From an optimization exercise on the open Yosys and OpenROAD flow, aimed at a short achievable clock period and few clock cycles; shortcuts taken in it are not production practice. The RTL was checked by simulation tests, not by an equivalence proof against the original design. Power is estimated from default activity; no workload was simulated.

==> flow/design.v <==
module  mux2to1(din_0,din_1, sel,mux_out);
input [31:0]din_0, din_1;
input sel ;
output [31:0]mux_out;
assign mux_out = (sel) ? din_1 : din_0;
endmodule  
module register
#(parameter width=32)
(
	input [width-1:0] in,
	output reg [width-1:0] out,
	input clk, reset
);
always@(posedge clk)
begin
	if(reset)
		out <= 0;
	else
		out <= in;
end
endmodule
module register_stall
#(parameter width=32)
(
	input stall,
	input [width-1:0] in,
	output reg [width-1:0] out,
	input clk, reset
);
always@(posedge clk)
begin
	if(reset)
		out <= 0;
	else if(!stall)
		out <= in;
end
endmodule
module Program_Counter(stall, pc_in, pc_reset, clk, pc_out);
input stall;
input wire [31:0]pc_in;
input wire pc_reset, clk;
output reg [31:0]pc_out;
always @(posedge clk)
begin
	if (pc_reset)
		begin
			pc_out <= 32'h00000000;
		end
	else if(!stall)
		begin
			pc_out <= pc_in;
		end		
end
endmodule
module REG_FILE
  (input clk,
   input reset,
   input write,
   input [4:0] wrAddr,
   input [31:0] wrData,
   input [4:0] rdAddrA,
   output[31:0] rdDataA,
   input [4:0] rdAddrB,
   output[31:0] rdDataB);
   reg [31:0] 	 regfile [0:31] ;
	integer i;
   assign rdDataA = regfile[rdAddrA];
   assign rdDataB = regfile[rdAddrB];
   always @(posedge clk) begin 
		if(reset)
			for(i = 0; i < 32; i = i+1)
				regfile[i] <= 0;
		else if (write && wrAddr != 0) regfile[wrAddr] <= wrData;
   end 
endmodule
module IMM_gen(instruction,immsel, imm);
input [31:0]instruction;
input [2:0]immsel;
output reg[31:0]imm;
always @(*)
  begin
    case (immsel)
      3'b000: imm = {{20{instruction[31]}},instruction[31:20]};
      3'b001: imm = {{20{instruction[31]}},instruction[31:25],instruction[11:7]};
      3'b010: imm = {{20{instruction[31]}},instruction[31],instruction[7],instruction[30:25],instruction[11:8]};
      3'b011: imm = {{12{instruction[31]}},instruction[31], instruction[19:12],instruction[20],instruction[30:21]};
		3'b100: imm = {{instruction[31:12]},12'b000000000000};
		default: imm = 0;
    endcase
  end
endmodule
module forwarding_br
(rs1id,rs2id, rdmem, rdwb, wbmem, wbwb, fa, fb);
input [4:0] rs1id,rs2id,rdmem, rdwb;
input wbmem, wbwb;
output reg[1:0] fa,fb;
always@(*)
begin
	if(wbmem && rdmem != 0 && rdmem == rs1id)
		fa = 1;
	else if (wbwb && rdwb != 0 && rdwb == rs1id)
		fa = 2;
	else
		fa = 0;
	if(wbmem && rdmem != 0 && rdmem == rs2id)
		fb = 1;
	else if (wbwb && rdwb != 0 && rdwb == rs2id)
		fb = 2;
	else
		fb = 0;
end
endmodule
module stall_line
(clk, inst,lu_ie, lu_imem, wb_ie, wb_imem, rd_ie, rd_imem, rs1_id, rs2_id, br_stall);
input clk;
input wb_ie, wb_imem, lu_ie, lu_imem;
input inst;
input [4:0] rd_ie, rd_imem, rs1_id, rs2_id;
output reg br_stall;
wire stall_condition_ie, stall_condition_imem;
assign stall_condition_ie = wb_ie && rd_ie != 0 && ((rd_ie == rs1_id) || (rd_ie == rs2_id));
assign stall_condition_imem = wb_imem && rd_imem != 0 && ((rd_imem == rs1_id) || (rd_imem == rs2_id));
always@(*)
begin
		br_stall = ( ((inst | lu_ie) & stall_condition_ie) | ((inst & lu_imem) & stall_condition_imem) ) ;
end
endmodule
module pcALU(A,B,pcalu, Bsel_br);
input[31:0] A,B;
input Bsel_br;
output [31:0] pcalu;
reg [31:0] alu;
always@(*)
begin
if(Bsel_br)
	begin
		alu = $signed(A) + $signed(B);
	end
	else
	begin
		alu = $signed(A) + $signed(B<<1);
	end
end
assign pcalu = alu;
endmodule
module ALU
(A,B,ALUsel,result);
input [31:0]A,B;
input[4:0]ALUsel;
output [31:0] result;
reg[31:0]ALUout;
assign result = ALUout;
always@(*)
begin
	case (ALUsel)
		5'b00000:ALUout = A+B; 
		5'b00001:ALUout = A<<B[4:0]; 
		5'b00010:ALUout = ($signed(A)<$signed(B)); 
		5'b00011:ALUout = (A<B); 
		5'b00100:ALUout = A^B; 
		5'b00101:ALUout = A>>B[4:0]; 
		5'b00110:ALUout = A|B; 
		5'b00111:ALUout = A&B; 
		5'b01000:ALUout = A-B; 
		5'b01101:ALUout = $signed(A)>>>B[4:0]; 
		5'b01111:ALUout = B; 
		default: ALUout = 0;
	endcase	
end
endmodule
module core2avl
#(parameter DATA_WIDTH=32, parameter ADDR_WIDTH=32)
(
		input clk,
		input reset,
		input [2:0] mode,
		input [ADDR_WIDTH-1:0] addr,
		input [DATA_WIDTH-1:0] data2write,
		output [DATA_WIDTH-1:0] data2read,
		input [1:0] rw,
		output stall,
		input [DATA_WIDTH-1:0] readdata, 
		input waitrequest, 
		output [ADDR_WIDTH-1:0] address, 
		output reg[DATA_WIDTH-1:0] writedata, 
		output [3:0] byteenable, 
		output read, 
		output write
);
	wire [1:0] byt;
	wire [(ADDR_WIDTH-1):0] base;
	reg [3:0] be;
	reg [DATA_WIDTH-1:0] q;
	reg [DATA_WIDTH-1:0] q1;
	reg [2:0] mode_iwb;
	reg [3:0] be_iwb;
	always@(posedge clk)
	begin
		mode_iwb<=mode;
		be_iwb<=be;
	end
	assign base = addr >> 2;
	assign byt = (base==0)?addr:addr - (2<<base);
	assign read = rw[1];
	assign write = rw[0];
	assign stall = waitrequest & ~reset;
	assign address = addr;
	always@(*)
	begin
		case(byt)
			0:writedata = data2write;
			1:writedata = data2write<<8;
			2:writedata = data2write<<16;
			3:writedata = data2write<<24;
		endcase
	end
	assign data2read = q;
	assign byteenable = be;
	always@(*)
	begin
		if(!mode[0] & !mode[1])
			case(byt)
			0:be = 4'b0001;
			1:be = 4'b0010;
			2:be = 4'b0100;
			3:be = 4'b1000;
			endcase
		else if(mode[0] & !mode[1])
			case(byt)
			0:be = 4'b0011;
			1:be = 4'b0110;
			2:be = 4'b1100;
			3:be = 4'b0000;
			endcase
		else if(mode[1] & !mode[0])
			be = 4'b1111;
		else
			be = 4'b0000;		
	end
	always@(*)
	begin
		case(be_iwb)
			4'b0001: q1 = {{24{1'b0}},readdata[7:0]};
			4'b0010: q1 = {{24{1'b0}},readdata[15:8]};
			4'b0100: q1 = {{24{1'b0}},readdata[23:16]};
			4'b1000: q1 = {{24{1'b0}},readdata[31:24]};
			4'b0011: q1 = {{16{1'b0}},readdata[15:0]};
			4'b0110: q1 = {{16{1'b0}},readdata[23:8]};
			4'b1100: q1 = {{16{1'b0}},readdata[31:16]};
			4'b1111: q1 = readdata;
			default: q1 = 32'h00000000;
		endcase
	end
	always@(*)
	begin
				case(mode_iwb)
				3'b000: q = {{24{q1[7]}},q1[7:0]}; 
				3'b001: q = {{16{q1[15]}},q1[15:0]}; 
				3'b010: q = q1; 
				3'b100: q = {{24{1'b0}},q1[7:0]}; 
				3'b101: q = {{16{1'b0}},q1[15:0]}; 
				default: q = 0;
				endcase
	end
endmodule
module Branch_comp(A,B,BrUn, BrLT, BrEq);
input [31:0]A,B;
input BrUn;
output reg BrLT, BrEq;
always@(*)
begin
	BrLT = BrUn?A<B:$signed(A)<$signed(B);
	BrEq = BrUn?A==B:$signed(A)==$signed(B);
end
endmodule
module Control_Path(instruction,BrEq, BrLt,BrUn,PCSel, Immsel, RegWEn, Asel,Bsel, Asel_br,Bsel_br, ALUSel, MemRW, WBsel, flush_ID,br_true);
input BrEq,BrLt;
input [31:0] instruction;
output reg BrUn,PCSel,RegWEn, Asel,Bsel, Asel_br,Bsel_br, flush_ID,br_true;
output reg [1:0]MemRW;
output reg [4:0]ALUSel;
output reg [1:0]WBsel;
output reg [2:0]Immsel;
wire [6:0]inst;
assign inst = {instruction[6:0]};
always@(*)
begin
	case(inst)
		7'b0000011: 
					begin
						br_true = 0;
						flush_ID = 0;
						BrUn = 1'b0;
						PCSel = 1'b0;
						Immsel = 3'b000;
						RegWEn = 1'b1;
						Asel = 1'b0;
						Bsel = 1'b1;
						Asel_br = 1'b0;
						Bsel_br = 1'b0;
						ALUSel = 5'b00000;
						MemRW = 2'b10;
						WBsel = 2'b10;
						end
		7'b0010011: 
					begin
						br_true = 0;
						flush_ID = 0;
						BrUn = 1'b0;
						PCSel = 1'b0;
						Immsel = 3'b000;
						RegWEn = 1'b1;
						Asel = 1'b0;
						Bsel = 1'b1;
						Asel_br = 1'b0;
						Bsel_br = 1'b0;
						case(instruction[14:12])
							3'b000: ALUSel = 5'b00000; 
							3'b001: ALUSel = 5'b00001; 
							3'b010: ALUSel = 5'b00010; 
							3'b011: ALUSel = 5'b00011; 
							3'b100: ALUSel = 5'b00100; 
							3'b101: 
									begin
										if(instruction[30])
											ALUSel = 5'b01101; 
										else
											ALUSel = 5'b00101; 
									end
							3'b110: ALUSel = 5'b00110; 
							3'b111: ALUSel = 5'b00111; 
							default: ALUSel = 5'b00000;
						endcase
						MemRW = 2'b00;
						WBsel = 2'b00;
					end
		7'b1100111: 
					begin
						br_true = 1;
						flush_ID = 1;
						BrUn = 1'b0;
						PCSel = 1'b1;
						Immsel = 3'b000;
						RegWEn = 1'b1;
						Asel = 1'b0;
						Bsel = 1'b1;
						Asel_br = 1'b1; 
						Bsel_br = 1'b1; 
						ALUSel = 5'b00000;
						MemRW = 2'b00;
						WBsel = 2'b01;
					end
		7'b0100011: 
					begin
						br_true = 0;
						flush_ID = 0;
						BrUn = 1'b0;
						PCSel = 1'b0;
						Immsel = 3'b001;
						RegWEn = 1'b0;
						Asel = 1'b0;
						Bsel = 1'b1;
						Asel_br = 1'b0;
						Bsel_br = 1'b0;
						ALUSel = 5'b00000;
						MemRW = 2'b01;
						WBsel = 2'b00;
					end
		7'b0110011: 
					begin
						br_true = 0;
						flush_ID = 0;
						BrUn = 1'b0;
						PCSel = 1'b0;
						Immsel = 3'b000;
						RegWEn = 1'b1;
						Asel = 1'b0;
						Bsel = 1'b0;
						Asel_br = 1'b0;
						Bsel_br = 1'b0;
						case(instruction[14:12])
							3'b000:
									begin
										if(instruction[30])
											ALUSel = 5'b01000;  
										else
											ALUSel = 5'b00000;  
									end
							3'b001: ALUSel = 5'b00001; 
							3'b010: ALUSel = 5'b00010; 
							3'b011: ALUSel = 5'b00011; 
							3'b100: ALUSel = 5'b00100; 
							3'b101: 
									begin
										if(instruction[30])
											ALUSel = 5'b01101; 
										else
											ALUSel = 5'b00101; 
									end
							3'b110: ALUSel = 5'b00110; 
							3'b111: ALUSel = 5'b00111; 
							default: ALUSel = 5'b00000;
						endcase
						MemRW = 2'b00;
						WBsel = 2'b00;
					end
		7'b1100011: 
					begin
						br_true = 1;
						case(instruction[14:12])
							3'b000: 
									begin
										BrUn = 1'b1;
										PCSel = BrEq;
									end
							3'b001: 
									begin
										BrUn = 1'b1;
										PCSel = ~BrEq;
									end
							3'b100: 
									begin
										BrUn = 1'b0;
										PCSel = BrLt;
									end
							3'b101: 
									begin
										BrUn = 1'b0;
										PCSel = ~BrLt;
									end
							3'b110: 
									begin
										BrUn = 1'b1;
										PCSel = BrLt;	
									end
							3'b111: 
									begin
										BrUn = 1'b1;
										PCSel = ~BrLt;
									end
							default:
									begin
										BrUn = 1'b1;
										PCSel = BrEq;
									end
						endcase
						flush_ID = PCSel;
						Immsel = 3'b010;
						RegWEn = 1'b0;
						Asel = 1'b0;
						Bsel = 1'b1;
						Asel_br = 1'b0; 
						Bsel_br = 1'b0; 
						ALUSel = 5'b00000;
						MemRW = 2'b00;
						WBsel = 2'b00;
					end
		7'b1101111: 
					begin	
						br_true = 0;
						flush_ID = 1;
						BrUn = 1'b0;
						PCSel = 1'b1;
						Immsel = 3'b011;
						RegWEn = 1'b1;
						Asel = 1'b0;
						Bsel = 1'b1;
						Asel_br = 1'b0; 
						Bsel_br = 1'b0; 
						ALUSel = 5'b00000;
						MemRW = 2'b00;
						WBsel = 2'b01;
					end
		7'b0010111: 
					begin	
						br_true = 0;
						flush_ID = 0;
						BrUn = 1'b0;
						PCSel = 1'b0;
						Immsel = 3'b100;
						RegWEn = 1'b1;
						Asel = 1'b1;
						Bsel = 1'b1;
						Asel_br = 1'b0;
						Bsel_br = 1'b0;
						ALUSel = 5'b00000;
						MemRW = 2'b00;
						WBsel = 2'b00;
					end
		7'b0110111: 
					begin	
						br_true = 0;
						flush_ID = 0;
						BrUn = 1'b0;
						PCSel = 1'b0;
						Immsel = 3'b100;
						RegWEn = 1'b1;
						Asel = 1'b0;
						Bsel = 1'b1;
						Asel_br = 1'b0;
						Bsel_br = 1'b0;
						ALUSel = 5'b01111;
						MemRW = 2'b00;
						WBsel = 2'b00;
					end
		default: 
					begin
						br_true = 0;
						flush_ID = 0;
						BrUn = 1'b0;
						PCSel = 1'b0;
						Immsel = 1'b0;
						RegWEn = 1'b0;
						Asel = 1'b0;
						Bsel = 1'b0;
						Asel_br = 1'b0; 
						Bsel_br = 1'b0; 
						ALUSel = 5'b00000;
						MemRW = 2'b00;
						WBsel = 2'b00;
					end
	endcase
end
endmodule
module Core
(
	clk,
	reset,
	inst_addr, 
	inst_data, 
	inst_stall, 
	avl_address, 
	avl_byteenable, 
	avl_read, 
	avl_readdata, 
	avl_waitrequest, 
	avl_write, 
	avl_writedata
);
input clk;
input reset;
input [31:0] inst_data;
output [31:0] inst_addr;
output inst_stall; 
input [31:0] avl_readdata;
input avl_waitrequest;
output [31:0] avl_address;
output [31:0] avl_writedata;
output [3:0] avl_byteenable;
output avl_read;
output avl_write;
wire [31:0] pc_in;
wire [31:0]pc_out;
wire pc_sel;
wire [31:0]instruction;
wire RegWEn;
wire [31:0] rd;
wire [31:0]rs1;
wire [31:0]rs2;
reg [31:0]rs1_br,rs2_br, fa_out,fb_out;
wire [1:0]fa_br,fb_br;
wire [1:0]fa_mem,fb_mem;
wire [31:0]A,B,imm,A_out;
wire [2:0]immsel;
wire Asel,Asel_br,Bsel_br,Bsel;
wire [4:0]ALUsel;
wire [31:0]aluout, pcAlu;
wire [1:0]wbSel;
wire [1:0]memWrite;
wire [31:0]dmout;
wire BrUn, BrEq, BrLT, flushid;		
wire c_sel,id_stall,pc_stall;
wire [31:0]instruction_pipe_id;
wire [31:0]pc_out_pipe_id;
wire [2:0]wbsel_pipe_iwb;
wire [31:0]dmout_pipe_iwb,  aluout_pipe_iwb, pc_out_pipe_iwb;
wire [4:0] rdadd_pipe_iwb;
wire [1:0]memWrite_pipe_ie;
wire [2:0]wbsel_pipe_ie;
wire [6:0] aluop_pipe_ie;
wire [31:0] pc_out_pipe_ie, rs1_pipe_ie, rs2_pipe_ie, imm_pipe_ie;
wire [4:0] rdadd_pipe_ie,rs1add_pipe_ie,rs2add_pipe_ie;
wire [1:0]memWrite_pipe_imem;
wire [2:0]wbsel_pipe_imem;
wire [31:0]rs2_pipe_imem,  aluout_pipe_imem,pc_out_pipe_imem;
wire [4:0] rdadd_pipe_imem;
wire [31:0]adm;
wire [2:0]mode_ie, mode_imem;
wire[31:0] pc_out_sync;
wire [31:0]inst_addr_mid;
wire reset_id;
wire clk1;
wire stall_core;
wire reset_ie;
wire br_true;
wire br_stall;
assign clk1 = clk;
mux2to1 mux2to1_inst
(
	.din_0(pc_out+4) ,	 
	.din_1(pcAlu +4) ,	 
	.sel(pc_sel) ,	 
	.mux_out(pc_in) 	 
);
Program_Counter pc(
	.stall(br_stall),
	.pc_in(pc_in) ,	 
	.pc_reset(reset) ,	 
	.clk(clk1) ,	 
	.pc_out(pc_out) 	 
);
assign pc_out_sync = (pc_sel)?pcAlu: pc_out;
assign inst_addr = (pc_sel)?pcAlu >>2: pc_out >>2;
assign instruction = inst_data;
assign reset_id = (~br_stall & flushid) | reset;
assign inst_stall = br_stall;
register_stall #(.width(32)) regID_pc
(
	.stall(br_stall),
	.in(pc_out_sync) ,	 
	.out(pc_out_pipe_id) ,	 
	.clk(clk1) ,	 
	.reset(reset) 	 
);
assign instruction_pipe_id = instruction;
REG_FILE regfile
(
	.clk(clk1) ,	 
	.reset(reset) ,	 
	.write(wbsel_pipe_iwb[0]) ,	 
	.wrAddr(rdadd_pipe_iwb) ,	 
	.wrData(rd) ,	 
	.rdAddrA(instruction_pipe_id[19:15]) ,	 
	.rdDataA(rs1) ,	 
	.rdAddrB(instruction_pipe_id[24:20]) ,	 
	.rdDataB(rs2) 	 
);
IMM_gen IMM_gen_inst
(
	.instruction(instruction_pipe_id) ,	 
	.immsel(immsel) ,	 
	.imm(imm) 	 
);
assign reset_ie = br_stall | reset;
register #(.width(3)) regIE_wb
(
	.in({wbSel,RegWEn}) ,	 
	.out(wbsel_pipe_ie) ,	 
	.clk(clk1) ,	 
	.reset(reset_ie) 	 
);
register #(.width(2)) regIE_m
(
	.in(memWrite) ,	 
	.out(memWrite_pipe_ie) ,	 
	.clk(clk1) ,	 
	.reset(reset_ie) 	 
);
register #(.width(7)) regIE_ex
(
	.in({Asel,Bsel,ALUsel}) ,	 
	.out(aluop_pipe_ie) ,	 
	.clk(clk1) ,	 
	.reset(reset_ie) 	 
);
register #(.width(32)) regIE_pc
(
	.in(pc_out_pipe_id) ,	 
	.out(pc_out_pipe_ie) ,	 
	.clk(clk1) ,	 
	.reset(reset) 	 
);
register #(.width(32)) regIE_rs1
(
	.in(rs1_br) ,	 
	.out(rs1_pipe_ie) ,	 
	.clk(clk1) ,	 
	.reset(reset) 	 
);
register #(.width(32)) regIE_rs2
(
	.in(rs2_br) ,	 
	.out(rs2_pipe_ie) ,	 
	.clk(clk1) ,	 
	.reset(reset) 	 
);
register #(.width(32)) regIE_imm
(
	.in(imm) ,	 
	.out(imm_pipe_ie) ,	 
	.clk(clk1) ,	 
	.reset(reset) 	 
);
register #(.width(5)) regIE_rd
(
	.in(instruction_pipe_id[11:7]) ,	 
	.out(rdadd_pipe_ie) ,	 
	.clk(clk1) ,	 
	.reset(reset) 	 
);
register #(.width(5)) regIE_rs1add
(
	.in(instruction_pipe_id[19:15]) ,	 
	.out(rs1add_pipe_ie) ,	 
	.clk(clk1) ,	 
	.reset(reset) 	 
);
register #(.width(5)) regIE_rs2add
(
	.in(instruction_pipe_id[24:20]) ,	 
	.out(rs2add_pipe_ie) ,	 
	.clk(clk1) ,	 
	.reset(reset) 	 
);
register #(.width(3)) regIE_mode
(
	.in(instruction_pipe_id[14:12]) ,	 
	.out(mode_ie) ,	 
	.clk(clk1) ,	 
	.reset(reset) 	 
);
forwarding_br forwarding_br_inst
(
	.rs1id(instruction_pipe_id[19:15]) ,	 
	.rs2id(instruction_pipe_id[24:20]) ,	 
	.rdmem(rdadd_pipe_imem),
	.rdwb(rdadd_pipe_iwb) ,	 
	.wbmem(wbsel_pipe_imem[0]),
	.wbwb(wbsel_pipe_iwb[0]) ,	 
	.fa(fa_br) ,	 
	.fb(fb_br) 	 
);
always@(*)
begin
	case(fa_br)
		0:rs1_br = rs1;
		1:rs1_br = (!wbsel_pipe_imem[2] & wbsel_pipe_imem[1])?pc_out_pipe_imem: aluout_pipe_imem;
		2:rs1_br = rd;
		default:rs1_br =  0;
	endcase
	case(fb_br)
		0:rs2_br = rs2;
		1:rs2_br = (!wbsel_pipe_imem[2] & wbsel_pipe_imem[1])?pc_out_pipe_imem: aluout_pipe_imem;
		2:rs2_br = rd;
		default:rs2_br =  0;
	endcase
end
forwarding_br forwarding_br_inst_1
(
	.rs1id(rs1add_pipe_ie) ,	 
	.rs2id(rs2add_pipe_ie) ,	 
	.rdmem(rdadd_pipe_imem),
	.rdwb(rdadd_pipe_iwb) ,	 
	.wbmem(wbsel_pipe_imem[0]),
	.wbwb(wbsel_pipe_iwb[0]) ,	 
	.fa(fa_mem) ,	 
	.fb(fb_mem) 	 
);
always@(*)
begin
	case(fa_mem)
		0:fa_out = rs1_pipe_ie;
		1:fa_out = (!wbsel_pipe_imem[2] & wbsel_pipe_imem[1])?pc_out_pipe_imem: aluout_pipe_imem;
		2:fa_out = rd;
		default:fa_out =  0;
	endcase
	case(fb_mem)
		0:fb_out = rs2_pipe_ie;
		1:fb_out = (!wbsel_pipe_imem[2] & wbsel_pipe_imem[1])?pc_out_pipe_imem: aluout_pipe_imem;
		2:fb_out = rd;
		default:fb_out =  0;
	endcase
end
stall_line stall_line_inst
(
	.clk(clk1),
	.inst(br_true),
	.lu_ie(memWrite_pipe_ie[1]),
	.lu_imem(memWrite_pipe_imem[1]),
	.wb_ie(wbsel_pipe_ie[0]) ,	 
	.wb_imem(wbsel_pipe_imem[0]) ,	 
	.rd_ie(rdadd_pipe_ie) ,	 
	.rd_imem(rdadd_pipe_imem) ,	 
	.rs1_id(instruction_pipe_id[19:15]) ,	 
	.rs2_id(instruction_pipe_id[24:20]) ,	 
	.br_stall(br_stall) 	 
);
mux2to1 mux2to1_inst1
(
	.din_0(pc_out_pipe_id) ,	 
	.din_1(rs1_br) ,	 
	.sel(Asel_br) ,	 
	.mux_out(A_out) 	 
);
pcALU pcALU_inst
(
	.A(A_out) ,	 
	.B(imm) ,	 
	.pcalu(pcAlu), 	 
	.Bsel_br(Bsel_br)
);
mux2to1 mux2to1_inst8
(
	.din_0(fa_out) ,	 
	.din_1(pc_out_pipe_ie) ,	 
	.sel(aluop_pipe_ie[6]) ,	 
	.mux_out(A) 	 
);
mux2to1 mux2to1_inst2
(
	.din_0(fb_out) ,	 
	.din_1(imm_pipe_ie) ,	 
	.sel(aluop_pipe_ie[5]) ,	 
	.mux_out(B) 	 
);
ALU alu
(
	.A(A) ,	 
	.B(B) ,	 
	.ALUsel(aluop_pipe_ie[4:0]) ,	 
	.result(aluout)	 
);
register #(.width(32)) regIMEM_rs2
(
	.in(fb_out) ,	 
	.out(rs2_pipe_imem) ,	 
	.clk(clk1) ,	 
	.reset(reset) 	 
);
register #(.width(32)) regIMEM_aluout
(
	.in(aluout) ,	 
	.out(aluout_pipe_imem) ,	 
	.clk(clk1) ,	 
	.reset(reset) 	 
);
register #(.width(3)) regIMEM_wb
(
	.in(wbsel_pipe_ie) ,	 
	.out(wbsel_pipe_imem) ,	 
	.clk(clk1) ,	 
	.reset(reset) 	 
);
register #(.width(5)) regIMEM_rd
(
	.in(rdadd_pipe_ie) ,	 
	.out(rdadd_pipe_imem) ,	 
	.clk(clk1) ,	 
	.reset(reset) 	 
);
register #(.width(2)) regIMEM_m
(
	.in(memWrite_pipe_ie) ,	 
	.out(memWrite_pipe_imem) ,	 
	.clk(clk1) ,	 
	.reset(reset) 	 
);
register #(.width(32)) regIMEM_pc
(
	.in(pc_out_pipe_ie + 4) ,	 
	.out(pc_out_pipe_imem) ,	 
	.clk(clk1) ,	 
	.reset(reset) 	 
);
register #(.width(3)) regIMEM_mode
(
	.in(mode_ie) ,	 
	.out(mode_imem) ,	 
	.clk(clk1) ,	 
	.reset(reset) 	 
);
core2avl core2avl_inst
(
	.clk(clk1),
	.reset(reset),
	.mode(mode_imem) ,	 
	.addr(aluout_pipe_imem) ,	 
	.data2write(rs2_pipe_imem) ,	 
	.data2read(dmout) ,	 
	.rw(memWrite_pipe_imem) ,	 
	.stall(stall_core) ,	 
	.readdata(avl_readdata) ,	 
	.waitrequest(avl_waitrequest) ,	 
	.address(avl_address) ,	 
	.writedata(avl_writedata) ,	 
	.byteenable(avl_byteenable) ,	 
	.read(avl_read) ,	 
	.write(avl_write) 	 
);
defparam core2avl_inst.DATA_WIDTH = 32;
defparam core2avl_inst.ADDR_WIDTH = 32;
register #(.width(3)) regIWB_wb
(
	.in(wbsel_pipe_imem) ,	 
	.out(wbsel_pipe_iwb) ,	 
	.clk(clk1) ,	 
	.reset(reset) 	 
);
register #(.width(32)) regIWB_aluout
(
	.in(aluout_pipe_imem) ,	 
	.out(aluout_pipe_iwb) ,	 
	.clk(clk1) ,	 
	.reset(reset) 	 
);
register #(.width(5)) regIWB_rd
(
	.in(rdadd_pipe_imem) ,	 
	.out(rdadd_pipe_iwb) ,	 
	.clk(clk1) ,	 
	.reset(reset) 	 
);
register #(.width(32)) regIWB_pc
(
	.in(pc_out_pipe_imem) ,	 
	.out(pc_out_pipe_iwb) ,	 
	.clk(clk1) ,	 
	.reset(reset) 	 
);
assign dmout_pipe_iwb = dmout;
mux2to1 mux2to1_inst3
(
	.din_0(aluout_pipe_iwb) ,	 
	.din_1(dmout_pipe_iwb) ,	 
	.sel(wbsel_pipe_iwb[2]) ,	 
	.mux_out(adm) 	 
);
mux2to1 mux2to1_inst4
(
	.din_0(adm) ,	 
	.din_1(pc_out_pipe_iwb) ,	 
	.sel(wbsel_pipe_iwb[1]) ,	 
	.mux_out(rd) 	 
);
Branch_comp branch
(
	.A(rs1_br) ,	 
	.B(rs2_br) ,	 
	.BrUn(BrUn) ,	 
	.BrLT(BrLT) ,	 
	.BrEq(BrEq) 	 
);
Control_Path Control
(
	.instruction(instruction_pipe_id) ,	 
	.BrEq(BrEq) ,	 
	.BrLt(BrLT) ,	 
	.BrUn(BrUn),
	.PCSel(pc_sel) ,	 
	.Immsel(immsel) ,	 
	.RegWEn(RegWEn) ,	 
	.Asel(Asel),
	.Bsel(Bsel) ,	 
	.Asel_br(Asel_br) ,	 
	.Bsel_br(Bsel_br),
	.ALUSel(ALUsel) ,	 
	.MemRW(memWrite) ,	 
	.WBsel(wbSel), 	 
	.flush_ID(flushid),
	.br_true(br_true)
);
endmodule
==> flow/run.sh <==
#!/bin/bash
# synth_recipe.tcl (not shown) runs the flow's synth.tcl, then flattens the netlist and writes it again
# the make line also repeats each setting of config.mk as NAME=value (left out here)
make -C /OpenROAD-flow-scripts/flow DESIGN_CONFIG=/design/flow/config.mk WORK_HOME=/design/flow/orfs CLKGATE_MAP_FILE= SYNTH_SCRIPT=/design/flow/synth_recipe.tcl finish
==> flow/config.mk <==
export PLATFORM = sky130hd
export DESIGN_NAME = Core
export DESIGN_NICKNAME = Core
export VERILOG_FILES = /design/flow/design.v
export SDC_FILE = /design/flow/constraint.sdc
export NUM_CORES = 4
export LEC_CHECK = 0
export CAP_MARGIN = 20
export CORE_MARGIN = 2
export CORE_UTILIZATION = 40
export SLEW_MARGIN = 20
==> flow/constraint.sdc <==
create_clock -name core_clock -period 10.0 [get_ports {clk}]
set_input_delay 2.0000 -clock core_clock [delete_from_list [all_inputs] [get_ports {clk}]]
set_output_delay 2.0000 -clock core_clock [all_outputs]
set_load 0.01 [all_outputs]
==> run_results.csv <==
group,metric,value,unit
clocking,htree_num_levels,4,
sta,finalCriticalPeriod,9.86,ns
setup_path,cp_slowest_cell,"mux4_2",
finish,final_common_cell,"nor2_1",
global_route,grt-ovfl-total,0,
setup_path,start_kind,"primary input",
finish,syn2layout_area_growth,18.0,%
power_and_ir_drop,irDropWorstVdd,204,uV
run,maxCapViolCount,0,
power_and_ir_drop,p_sw_frac,0.298,
clocking,ctsHoldBuffers,0,
sta,tns,0,ns
setup_path,crit_chain,"buf_16, buf_12, buf_12, buf_16, buf_6, mux4_2, mux4_2, mux2i_2, mux2_2, mux2i_1, ha_1, and4_1, nand4_1, nand3b_1, nor3_2, buf_4, xnor2_1, o31a_1, nand2_2, buf_12, buf_12, mux2_2, clkdlybuf4s50_1",
die,die_h,466,um
setup_path,crit_type,"in -> out",
setup_path,endpoint_kind,"output port",
global_route,grt_util_all_layers,0.328,
clocking,cts_tree,"built",
sta,finalCritPeriodShare,0.986,
sta,relSlewSlack,0.197,
yosys,syn-cell-area,85300,um^2
sta,fin_skew,0.0604,ns
die,core_area,212000,um^2
yosys,ys_seq_area_frac,0.456,
global_route,grt_max_degree,168,
setup_path,crit_arrival,7.86,ns
placement,port_buffers,166,
setup_path,path_max_fanout,25,
finish,drive_gt1_frac,0.243,
clocking,clk_path_buf_depth,3,
power_and_ir_drop,leakage,37.2,nW
die,ios,170,
clocking,cts-buffers-inserted,163,
die,start_util,0.402,
drt,num_vias,70500,
placement,post-place-ws,-0.640,ns
die,die-area,217000,um^2
finish,layout_common_cells,"nor2_1 (1497), edfxtp_1 (1024), buf_4 (709)",
power_and_ir_drop,seqPwrFrac,0.420,
power_and_ir_drop,power.switching,4.82,mW
drt,finalWirelength,364000,um
clocking,clock-sinks,1433,
sta,fin_ws,0.136,ns
yosys,synthCells,7659,
sta,setup-violations-final,0,
yosys,synth_cell_types,103,
die,dieWidth,466,um
setup_path,critical-path-max-stage-delay,0.54,ns
sta,finalHoldViolations,0,
finish,stdcell_area,101000,um^2
yosys,ys_warn_count,17,
setup_path,required,8.00,ns
sta,holdWs,0.330,ns
sta,timing.fmax,101,MHz
drt,drtIter0Drc,9552,
clocking,clk_latency,0.87,ns
placement,dp_hpwl,250000,um
yosys,postSynthAreaPerCell,11.1,um^2
power_and_ir_drop,p_int,11.3,mW
drt,drtAntennaViolNets,0,
sta,worst_pin_slew,1.20,ns
clocking,clkTransAtPathRegs,0.06,ns
sta,slew_violations,0,
hold_path,holdCritPathClass,"reg -> reg",
finish,final_nets,8363,
drt,drc,0,
clocking,clockRootBuffer,"clkbuf_16",
power_and_ir_drop,p_per_area,161,nW/um^2
setup_path,cp_common_cell,"buf_12",
status,outcome,"timing/DRC/antenna clean",
power_and_ir_drop,total_power,16.2,mW
yosys,async_reset_ff_frac,0,
yosys,synth_seq_cells,1433,
placement,gp_congestion,1.02,
global_route,grt_pass1_vias,69000,
drt,viasPerCell,6.38,
power_and_ir_drop,pwr-share-comb,0.202,
global_route,antenna_found_initial,21,
placement,placed_area,94500,um^2
die,rows,169,
drt,first_pass_iters,6,
power_and_ir_drop,clkPwrFrac,0.378,
global_route,grt_pass1_wl,507000,um
yosys,synth-edff-count,1024,
yosys,synth_ff_type,"edfxtp_1",
drt,route.detailed.wl_per_inst,32.9,um
[state kept, by name, summed over array words and instances, names as in the netlist, 6 cells and up]
signal and count:
regfile.regfile 1024, pc.pc_out 32, regID_pc.out 32, regIE_imm.out 32
regIE_pc.out 32, regIE_rs1.out 32, regIE_rs2.out 32, regIMEM_aluout.out 32
regIMEM_pc.out 32, regIMEM_rs2.out 32, regIWB_aluout.out 32, regIWB_pc.out 32
regIE_ex.out 6
[metrics by stage]
stage                     utilization  std cells
after CTS                       0.472      11000
after detailed placement        0.446      10700
after global routing            0.475      11000
final                           0.475      11100
after global placement          0.446      10700
after floorplan                     -       7692
[logic make-up (layout without fill, tap and decap cells)]
| logic type | Yosys count | count (layout) | share of synthesized area |
|---|---|---|---|
| AND/OR/NAND/NOR | 2650 | 2650 | 0.137 |
| flip-flops | 1433 | 1433 | 0.456 |
| AO/OA/AOI/OAI | 1355 | 1355 | 0.108 |
| multiplexers | 972 | 972 | 0.210 |
| buffers and inverters | 877 | 1411 | 0.0416 |
| adder cells (fa/ha/maj) | 203 | 203 | 0.0301 |
| XOR/XNOR | 168 | 168 | 0.0172 |
| other | 1 | 38 | 0.0000439 |
[layout make-up]
cell class	instances	area (um^2)
diodes	4	10.0
clock buffers	211	4400
clock inverters	87	951
fillers	19200	111000
inverters	163	624
multi-input cells	5382	43600
flip-flops and latches	1433	38900
well taps	2821	3530
repair buffers	950	8620
[layer usage]
metal,part of all wire,global-route usage,vias up
met4,0.082,0.228,24
met5,0.00050,0,-
met3,0.10,0.0736,1133
met1,0.35,0.393,35400
li1,-,-,29400
met2,0.46,0.524,4631
[final timing paths]
path,from,end,slack [ns],cells past startpoint
max reg2reg,core2avl_inst.be_iwb[3],pc.pc_out[30],1.60,33
max,inst_data[15],inst_addr[2],0.14,23
min reg2reg,regIMEM_mode.out[2],core2avl_inst.mode_iwb[2],0.33,0
min,regIMEM_mode.out[2],core2avl_inst.mode_iwb[2],0.33,0
[cells in the mapped netlist (all sizes together) (78+ instances only)]
cell type | count | area share
a21oi | 334 | 0.020
clkbuf | 555 | 0.024
nor3 | 97 | 0.0057
inv | 160 | 0.0070
ha | 199 | 0.029
edfxtp | 1024 | 0.36
mux2i | 193 | 0.023
nand2 | 422 | 0.019
a21o | 78 | 0.0069
buf | 159 | 0.0099
dfxtp | 409 | 0.096
o21ai | 234 | 0.014
a211oi | 93 | 0.0082
nor2 | 1500 | 0.066
mux2 | 138 | 0.018
mux4 | 641 | 0.17
nand3 | 91 | 0.0053
nor2b | 240 | 0.018
xnor2 | 98 | 0.010
nand2b | 79 | 0.0058
[what timing repair did]
action                     CTS  global route
setup endpoints to repair   30            30
buffers inserted             2            14
gates cloned                 3             3
gates resized for setup     31            84
pin swaps                    2             7
[worst max-delay path, delay by kind of cell]
kind                     cells  cell delay [ns]
multiplexers                 6             1.91
AO/OA/AOI/OAI                1             0.39
AND/OR/NAND/NOR              5             1.14
XOR/XNOR                     1             0.11
buffers and inverters        9             1.85
adder cells (fa/ha/maj)      1             0.42
[power by group through the flow]
stage	combinational [mW]	sequential (mW)	clock, mW
floorplan	1.84	6.79	0
global placement	3.11	6.88	0
detailed placement	3.13	6.90	0
CTS	3.16	6.77	6.14
global route	3.40	6.80	6.36
finish	3.27	6.79	6.11
Testbench counts, summed over its fixed seeds: cycles 29,547.

static timing again, ports no longer ideal:
The flow's constraints put no driver on any port. The routed layout listed below was extracted and timed again, unchanged, in two steps.
Step 1 (the two cells are an assumption about what drives the block):
set clk [get_ports {clk}]
set_driving_cell -lib_cell sky130_fd_sc_hd__clkbuf_16 $clk
set_driving_cell -lib_cell sky130_fd_sc_hd__buf_2 [delete_from_list [all_inputs] $clk]
Step 2 adds t to the input delays and takes it off the output delays; t is the mean of the earliest and latest rising clock arrival at the registers after step 1. Input paths then give back, and output paths get back, about the clock's delay inside the block.
Slacks: ideal / step 1 / step 2; pairs: ideal / step 1.
t (ns): 0.921
setup slack, ns: 0.136 / 0.051 / 0.051
worst setup path at the end: input to output
worst register clock-pin slew, ns: 0.07 / 0.07
After both steps this run still meets setup and hold. The setup slack of this run moves by -0.085 ns with the drivers and by -0.085 ns with both steps.
